What follows belongs to an exercise in optimizing a design on an open flow for small area; a production flow would make more cautious choices.
Only simulation tests tie the RTL to the original design; equivalence was not proved.

== the reference run ==
==> flow/design.v <==
`timescale 1ns / 1ps
module Adjust(CLK, RST, ButtonMode, ButtonDigit, ButtonValue, Editing, Digit, IncrementDigit);
	input CLK, RST;
	input ButtonMode; 
	input ButtonDigit;
	input ButtonValue;
	output reg Editing;
	output[2:0] Digit;
	output wire IncrementDigit;
	wire ButtonModePressed, ButtonDigitPressed;
	reg[1:0] Sel;
	ButtonHandler B1(.CLK(CLK), .Button(ButtonMode), .Pulse(ButtonModePressed));
	ButtonHandler B2(.CLK(CLK), .Button(ButtonDigit), .Pulse(ButtonDigitPressed));
	ButtonHandler B3(.CLK(CLK), .Button(ButtonValue), .Pulse(IncrementDigit));
	assign Digit = {Sel[1], Sel[0] & ~Sel[1], ~Sel[0]};
	always @ (posedge CLK or posedge RST) begin
		if(RST) begin
			Editing <= 1'b0;
			Sel <= 2'b00;
		end else begin
			if(ButtonModePressed) begin
				Editing <= ~Editing;
				Sel <= 2'b00;
			end
			if(ButtonDigitPressed) begin
				Sel <= {Sel[0] & ~Sel[1], ~Sel[1]};
			end
		end
	end
endmodule
module ButtonHandler(CLK, Button, Pulse);
	input CLK;
	input Button;
	output Pulse;
	reg[9:0] Run;
	wire[9:0] S = Run ^ 10'd661;
	assign Pulse = (S & 10'd759) == 10'd517;
	wire[9:0] N = ~Button ? 10'd362 :
		({S[8:0], S[9] ^ S[2]} & ~({10{Pulse}} & 10'd10));
	always @ (posedge CLK) begin
		Run <= N ^ 10'd661;
	end
endmodule
`timescale 1ns/1ps
module SecondTick(CLK, RST, Pulse, Tick);
	input CLK;
	input RST;
	output Pulse;
	output Tick;
	reg [6:0] RA;
	reg [8:0] RB;
	wire [6:0] A = RA ^ 7'b1010101;
	wire [8:0] B = RB ^ 9'b101010101;
	wire EndA = (A & 7'd61) == (7'd64 & 7'd61);
	wire EndB = (B[6:0] == 7'd7);
	assign Pulse = EndA;
	assign Tick = EndA & EndB;
	wire [6:0] NA = RST ? 7'd72 : ({A[5:0], A[6] ^ A[5]} ^ ({7{EndA}} & 7'd16));
	wire [8:0] NB = RST ? 9'd7 : ({B[7:0], B[8] ^ B[4]} ^ ({9{EndB}} & 9'd128));
	always @ (posedge CLK) begin
		RA <= NA ^ 7'b1010101;
		RB <= NB ^ 9'b101010101;
	end
endmodule
`timescale 1ns/1ps
module SecondsMinutesDigits(CLK, RST, InTick, EditEnable, Increment, OutTick, MSD, LSD);
	parameter LSD_ASYNC = 1;
	input CLK;
	input RST;
	input InTick;
	input EditEnable;
	input Increment;
	output OutTick;
	output reg[2:0] MSD;
	output reg[3:0] LSD;
	wire Inc = InTick | (EditEnable & Increment);
	wire Pending = LSD[3] & LSD[1];
	wire Nine = LSD[3] & LSD[0];
	wire Five = MSD[2] & MSD[0];
	wire Carry = Inc & Nine;
	assign OutTick = Pending;
	wire[3:0] NextLSD = {LSD[3] ^ (Inc ? ((LSD[0] & LSD[1] & LSD[2]) | (Nine & ~Five)) : Pending),
	                     LSD[2] ^ (Inc & LSD[0] & LSD[1]),
	                     LSD[1] ^ (Inc ? ((LSD[0] & ~LSD[3]) | (Nine & Five)) : Pending),
	                     LSD[0] ^ Inc};
	wire[2:0] NextMSD = {MSD[2] ^ (Carry & MSD[0] & (MSD[1] | MSD[2])),
	                     MSD[1] ^ (Carry & MSD[0] & ~MSD[2]),
	                     MSD[0] ^ Carry};
	generate
		if(LSD_ASYNC) begin : lsd_async
			always @ (posedge CLK or posedge RST) begin
				if(RST) LSD <= 4'd0;
				else LSD <= NextLSD;
			end
		end else begin : lsd_sync
			always @ (posedge CLK) begin
				LSD <= RST ? 4'd0 : NextLSD;
			end
		end
	endgenerate
	always @ (posedge CLK) begin
		MSD <= RST ? 3'd0 : NextMSD;
	end
endmodule
`timescale 1ns/1ps
module HoursDigits(CLK, RST, InTick, EditEnable, Increment, MSD, LSD);
	input CLK;
	input RST;
	input InTick;
	input EditEnable;
	input Increment;
	output[1:0] MSD;
	output[3:0] LSD;
	reg[3:0] Code;
	reg Ten;
	wire Inc = InTick | (EditEnable & Increment);
	wire Nine = Code[3] & Code[0] & ~Code[1] & ~Code[2];
	wire Wrap = (Code[3] & Code[2] & Code[0]) | (Nine & ~Ten);
	assign LSD = Code;
	assign MSD = {Code[3] & (Code[2] | Code[1]), Ten};
	always @ (posedge CLK) begin
		if(RST) begin
			Code <= 4'd0;
			Ten <= 1'b0;
		end else if(Inc) begin
			Code <= Wrap ? 4'd0 : Code + 1'b1;
			if(Nine) Ten <= ~Ten;
		end
	end
endmodule
`timescale 1ns/1ps
module SevenSegmentDriver(CLK, RST, Pulse, HourMSD, HourLSD, MinMSD, MinLSD, SecMSD, SecLSD, DigitEnable, DigitValue);
	input CLK;
	input RST;
	input Pulse;
	input[1:0] HourMSD;
	input[2:0] MinMSD, SecMSD;
	input[3:0] HourLSD, MinLSD, SecLSD;
	output[5:0] DigitEnable;
	output[6:0] DigitValue;
	reg[2:0] C;
	always @ (posedge CLK or posedge RST) begin
		if(RST) begin
			C <= 3'b000;
		end else if(Pulse) begin
			C <= {C[1:0], ~C[2]};
		end
	end
	assign DigitEnable[0] = ~C[2] & ~C[0];
	assign DigitEnable[1] =  C[0] & ~C[1];
	assign DigitEnable[2] =  C[1] & ~C[2];
	assign DigitEnable[3] =  C[2] &  C[0];
	assign DigitEnable[4] =  C[1] & ~C[0];
	assign DigitEnable[5] =  C[2] & ~C[1];
	wire[3:0] BCDValue =
		({4{DigitEnable[0]}} & SecLSD) |
		({4{DigitEnable[1]}} & {1'b0, SecMSD}) |
		({4{DigitEnable[2]}} & MinLSD) |
		({4{DigitEnable[3]}} & {1'b0, MinMSD}) |
		({4{DigitEnable[4]}} & HourLSD) |
		({4{DigitEnable[5]}} & {2'b00, HourMSD});
	SevenSegmentROM S1(.Address(BCDValue), .Data(DigitValue));
endmodule
module SevenSegmentROM(Address, Data);
	input[3:0] Address;
	output[6:0] Data;
	wire[3:0] a = Address;
  assign Data[6] = ((~a[3]&a[2]&~a[1]&~a[0]) | (~a[3]&~a[2]&~a[1]&a[0]) | (a[3]&a[1]&a[0]));
  assign Data[5] = ((~a[3]&a[2]&~a[1]&a[0]) | (a[2]&a[1]&~a[0]));
  assign Data[4] = ((~a[3]&~a[2]&a[1]&~a[0]) | (a[3]&a[2]&~a[0]));
  assign Data[3] = ((a[2]&a[1]&a[0]) | (~a[3]&a[2]&~a[1]&~a[0]) | (~a[3]&~a[2]&~a[1]&a[0]) | (a[3]&a[1]&a[0]));
  assign Data[2] = ((a[0]) | (~a[3]&a[2]&~a[1]));
  assign Data[1] = ((~a[3]&~a[2]&a[1]) | (a[3]&a[2]) | (a[1]&a[0]) | (~a[3]&~a[2]&a[0]));
  assign Data[0] = ((a[3]&a[1]) | (a[2]&a[1]&a[0]) | (~a[3]&~a[2]&~a[1]));
endmodule
`timescale 1ns/1ps
module Clock(CLK, RST, ButtonMode, ButtonDigit, ButtonValue, DigitEnable, DigitValue);
	input CLK;
	input RST;
	input ButtonMode, ButtonDigit, ButtonValue;
	output[5:0] DigitEnable;
	output[6:0] DigitValue;
	wire ScanPulse;
	wire SecondTick;
	wire MinuteTick;
	wire HourTick;
	wire[3:0] SecLSD, MinLSD, HourLSD;
	wire[2:0] SecMSD, MinMSD;
	wire[1:0] HourMSD;
	wire[2:0] ActiveDigit;
	wire IncrementDigit;
	wire GlobalPause;
	SecondTick T1(	.CLK(CLK),
					.RST(RST),
					.Pulse(ScanPulse),
					.Tick(SecondTick));
	Adjust A1(	.CLK(CLK),
				.RST(RST),
				.ButtonMode(ButtonMode),
				.ButtonDigit(ButtonDigit),
				.ButtonValue(ButtonValue),
				.Editing(GlobalPause),
				.Digit(ActiveDigit),
				.IncrementDigit(IncrementDigit));
	SecondsMinutesDigits S1(	.CLK(CLK),
								.RST(RST),
								.InTick(SecondTick & ~GlobalPause),
								.EditEnable(ActiveDigit[0] & GlobalPause),
								.Increment(IncrementDigit),
								.OutTick(MinuteTick),
								.MSD(SecMSD),
								.LSD(SecLSD));
	SecondsMinutesDigits #(.LSD_ASYNC(0)) S2(	.CLK(CLK),
								.RST(RST),
								.InTick(MinuteTick & ~GlobalPause),
								.EditEnable(ActiveDigit[1] & GlobalPause),
								.Increment(IncrementDigit),
								.OutTick(HourTick),
								.MSD(MinMSD),
								.LSD(MinLSD));
	HoursDigits H1(	.CLK(CLK),
					.RST(RST),
					.InTick(HourTick & ~GlobalPause),
					.EditEnable(ActiveDigit[2] & GlobalPause),
					.Increment(IncrementDigit),
					.MSD(HourMSD),
					.LSD(HourLSD));
	SevenSegmentDriver S3(	.CLK(CLK),
							.RST(RST),
							.Pulse(ScanPulse),
							.HourMSD(HourMSD),
							.HourLSD(HourLSD),
							.MinMSD(MinMSD),
							.MinLSD(MinLSD),
							.SecMSD(SecMSD),
							.SecLSD(SecLSD),
							.DigitEnable(DigitEnable),
							.DigitValue(DigitValue));
endmodule
==> flow/config.mk <==
export PLATFORM = sky130hd
export DESIGN_NAME = Clock
export DESIGN_NICKNAME = Clock
export VERILOG_FILES = /design/flow/design.v
export SDC_FILE = /design/flow/constraint.sdc
export NUM_CORES = 4
export LEC_CHECK = 0
export CAP_MARGIN = 20
export CORE_MARGIN = 2
export CORE_UTILIZATION = 65
export CTS_BUF_LIST = sky130_fd_sc_hd__clkbuf_4
export CTS_CLUSTER_DIAMETER = 60
export CTS_CLUSTER_SIZE = 30
export SLEW_MARGIN = 20
==> flow/constraint.sdc <==
create_clock -name core_clock -period 10.0 [get_ports {CLK}]
set_input_delay 2.0000 -clock core_clock [delete_from_list [all_inputs] [get_ports {CLK}]]
set_output_delay 2.0000 -clock core_clock [all_outputs]
set_load 0.01 [all_outputs]
standard.sh (not shown) runs the stock make flow with config.mk's settings and CLKGATE_MAP_FILE= SYNTH_SCRIPT=/design/flow/synth_recipe.tcl, a recipe that flattens the netlist after the stock synthesis.
==> flow/flow/run.sh <==
#!/bin/bash
# Own layout flow, built on the standard flow (standard.sh):
#  1. Synthesis: the standard synthesis script (synth_recipe.tcl, unchanged
#     registers and names) with the ABC mapping script replaced by an area-oriented
#     one (flow/abc_map.script: two rounds of dch + amap, no buffering/upsizing),
#     and without the adder-extraction step (ADDER_MAP_FILE empty).
#     ORFS's scripts are copied to scripts_abc/ and only abc_area.script differs.
#  2. Layout: the standard flow from floorplan on, with port buffers of buf_1
#     (the standard flow picks a larger delay buffer) and a clock tree of clkbuf_4
#     without dummy load cells.
# Each step's full output goes to its own log file here (synth.log, layout.log),
# beside ORFS's own logs under orfs/logs.
set -euo pipefail
W=$PWD
rm -rf "$W/scripts_abc"
cp -r "$FLOW_HOME/scripts" "$W/scripts_abc"
cp "$W/flow/abc_map.script" "$W/scripts_abc/abc_area.script"
bash standard.sh "SCRIPTS_DIR=$W/scripts_abc" "ABC_AREA=1" "ADDER_MAP_FILE=" synth > synth.log 2>&1
bash standard.sh \
  "BUFFER_PORTS_ARGS=-buffer_cell sky130_fd_sc_hd__buf_1" \
  "CTS_ARGS=-repair_clock_nets -dont_use_dummy_load -buf_list sky130_fd_sc_hd__clkbuf_4" \
  finish > layout.log 2>&1
==> flow/flow/abc_map.script <==
strash
dch
amap
strash
dch
amap
topo
### the reference run -> the trial run
-- flow/design.v --
<<< the reference run, line 48
	output Pulse;
	output Tick;
	reg [6:0] RA;
	reg [8:0] RB;
	wire [6:0] A = RA ^ 7'b1010101;
	wire [8:0] B = RB ^ 9'b101010101;
	wire EndA = (A & 7'd61) == (7'd64 & 7'd61);
	wire EndB = (B[6:0] == 7'd7);
	assign Pulse = EndA;
	assign Tick = EndA & EndB;
	wire [6:0] NA = RST ? 7'd72 : ({A[5:0], A[6] ^ A[5]} ^ ({7{EndA}} & 7'd16));
	wire [8:0] NB = RST ? 9'd7 : ({B[7:0], B[8] ^ B[4]} ^ ({9{EndB}} & 9'd128));
	always @ (posedge CLK) begin
		RA <= NA ^ 7'b1010101;
		RB <= NB ^ 9'b101010101;
	end
endmodule
`timescale 1ns/1ps
module SecondsMinutesDigits(CLK, RST, InTick, EditEnable, Increment, OutTick, MSD, LSD);
	parameter LSD_ASYNC = 1;
	input CLK;
	input RST;
>>> the trial run, line 48
	output Pulse;
	output Tick;
	reg [6:0] A;
	reg [8:0] B;
	wire EndA = (A & 7'd61) == (7'd64 & 7'd61);
	wire EndB = (B[6:0] == 7'd7);
	assign Pulse = EndA;
	assign Tick = EndA & EndB;
	always @ (posedge CLK or posedge RST) begin
		if(RST) begin
			A <= 7'd72;
			B <= 9'd7;
		end else begin
			A <= {A[5:0], A[6] ^ A[5]} ^ ({7{EndA}} & 7'd16);
			B <= {B[7:0], B[8] ^ B[4]} ^ ({9{EndB}} & 9'd128);
		end
	end
endmodule
`timescale 1ns/1ps
module SecondsMinutesDigits(CLK, RST, InTick, EditEnable, Increment, OutTick, MSD, LSD);
	input CLK;
	input RST;
<<< the reference run, line 80
	wire Carry = Inc & Nine;
	assign OutTick = Pending;
	wire[3:0] NextLSD = {LSD[3] ^ (Inc ? ((LSD[0] & LSD[1] & LSD[2]) | (Nine & ~Five)) : Pending),
	                     LSD[2] ^ (Inc & LSD[0] & LSD[1]),
	                     LSD[1] ^ (Inc ? ((LSD[0] & ~LSD[3]) | (Nine & Five)) : Pending),
	                     LSD[0] ^ Inc};
	wire[2:0] NextMSD = {MSD[2] ^ (Carry & MSD[0] & (MSD[1] | MSD[2])),
	                     MSD[1] ^ (Carry & MSD[0] & ~MSD[2]),
	                     MSD[0] ^ Carry};
	generate
		if(LSD_ASYNC) begin : lsd_async
			always @ (posedge CLK or posedge RST) begin
				if(RST) LSD <= 4'd0;
				else LSD <= NextLSD;
			end
		end else begin : lsd_sync
			always @ (posedge CLK) begin
				LSD <= RST ? 4'd0 : NextLSD;
			end
		end
	endgenerate
	always @ (posedge CLK) begin
		MSD <= RST ? 3'd0 : NextMSD;
	end
endmodule
>>> the trial run, line 80
	wire Carry = Inc & Nine;
	assign OutTick = Pending;
	always @ (posedge CLK or posedge RST) begin
		if(RST) begin
			MSD <= 3'd0;
			LSD <= 4'd0;
		end else begin
			LSD[0] <= LSD[0] ^ Inc;
			LSD[1] <= LSD[1] ^ (Inc ? ((LSD[0] & ~LSD[3]) | (Nine & Five)) : Pending);
			LSD[2] <= LSD[2] ^ (Inc & LSD[0] & LSD[1]);
			LSD[3] <= LSD[3] ^ (Inc ? ((LSD[0] & LSD[1] & LSD[2]) | (Nine & ~Five)) : Pending);
			MSD[0] <= MSD[0] ^ Carry;
			MSD[1] <= MSD[1] ^ (Carry & MSD[0] & ~MSD[2]);
			MSD[2] <= MSD[2] ^ (Carry & MSD[0] & (MSD[1] | MSD[2]));
		end
	end
endmodule
<<< the reference run, line 119
	assign LSD = Code;
	assign MSD = {Code[3] & (Code[2] | Code[1]), Ten};
	always @ (posedge CLK) begin
		if(RST) begin
			Code <= 4'd0;
>>> the trial run, line 111
	assign LSD = Code;
	assign MSD = {Code[3] & (Code[2] | Code[1]), Ten};
	always @ (posedge CLK or posedge RST) begin
		if(RST) begin
			Code <= 4'd0;
<<< the reference run, line 211
								.MSD(SecMSD),
								.LSD(SecLSD));
	SecondsMinutesDigits #(.LSD_ASYNC(0)) S2(	.CLK(CLK),
								.RST(RST),
								.InTick(MinuteTick & ~GlobalPause),
>>> the trial run, line 203
								.MSD(SecMSD),
								.LSD(SecLSD));
	SecondsMinutesDigits S2(	.CLK(CLK),
								.RST(RST),
								.InTick(MinuteTick & ~GlobalPause),
==> run notes <==
- From the reference run to the trial run the numbers moved as follows: share of async-settable or async-resettable flops after synthesis went up by 44 points; worst-case hold slack went down by 0.023 ns; wire length on met3 went down by 32 um; distinct cell type count after synthesis went up by 6.9%.
- Cell area | the trial run vs the reference run | the trial run larger
- Comparing the reference run and the trial run, the higher starting utilization of the core area is on the trial run.

[separate check: timing with driven ports]
Ports are ideal in the flow. The routed layouts listed here were re-timed in OpenROAD. Step 1 assumes that a clkbuf_16 drives the clock port and a buf_2 every other input. Step 2 also shifts input and output timing later by t, the mid clock arrival at the registers, as if the neighbouring blocks saw the same clock. Slacks: ideal / step 1 / step 2; pairs: ideal / step 1.
run	t, ns	setup WS [ns]	worst register clock-pin slew, ns	worst data-port slew with drivers (ns)	cell pins on the clock port's net
the reference run	0.410	5.545 / 5.521 / 5.931	0.10 / 0.10	0.03	1
the trial run	0.405	5.553 / 5.528 / 5.933	0.10 / 0.10	0.03	1
After both steps setup and hold are still met in every run listed.
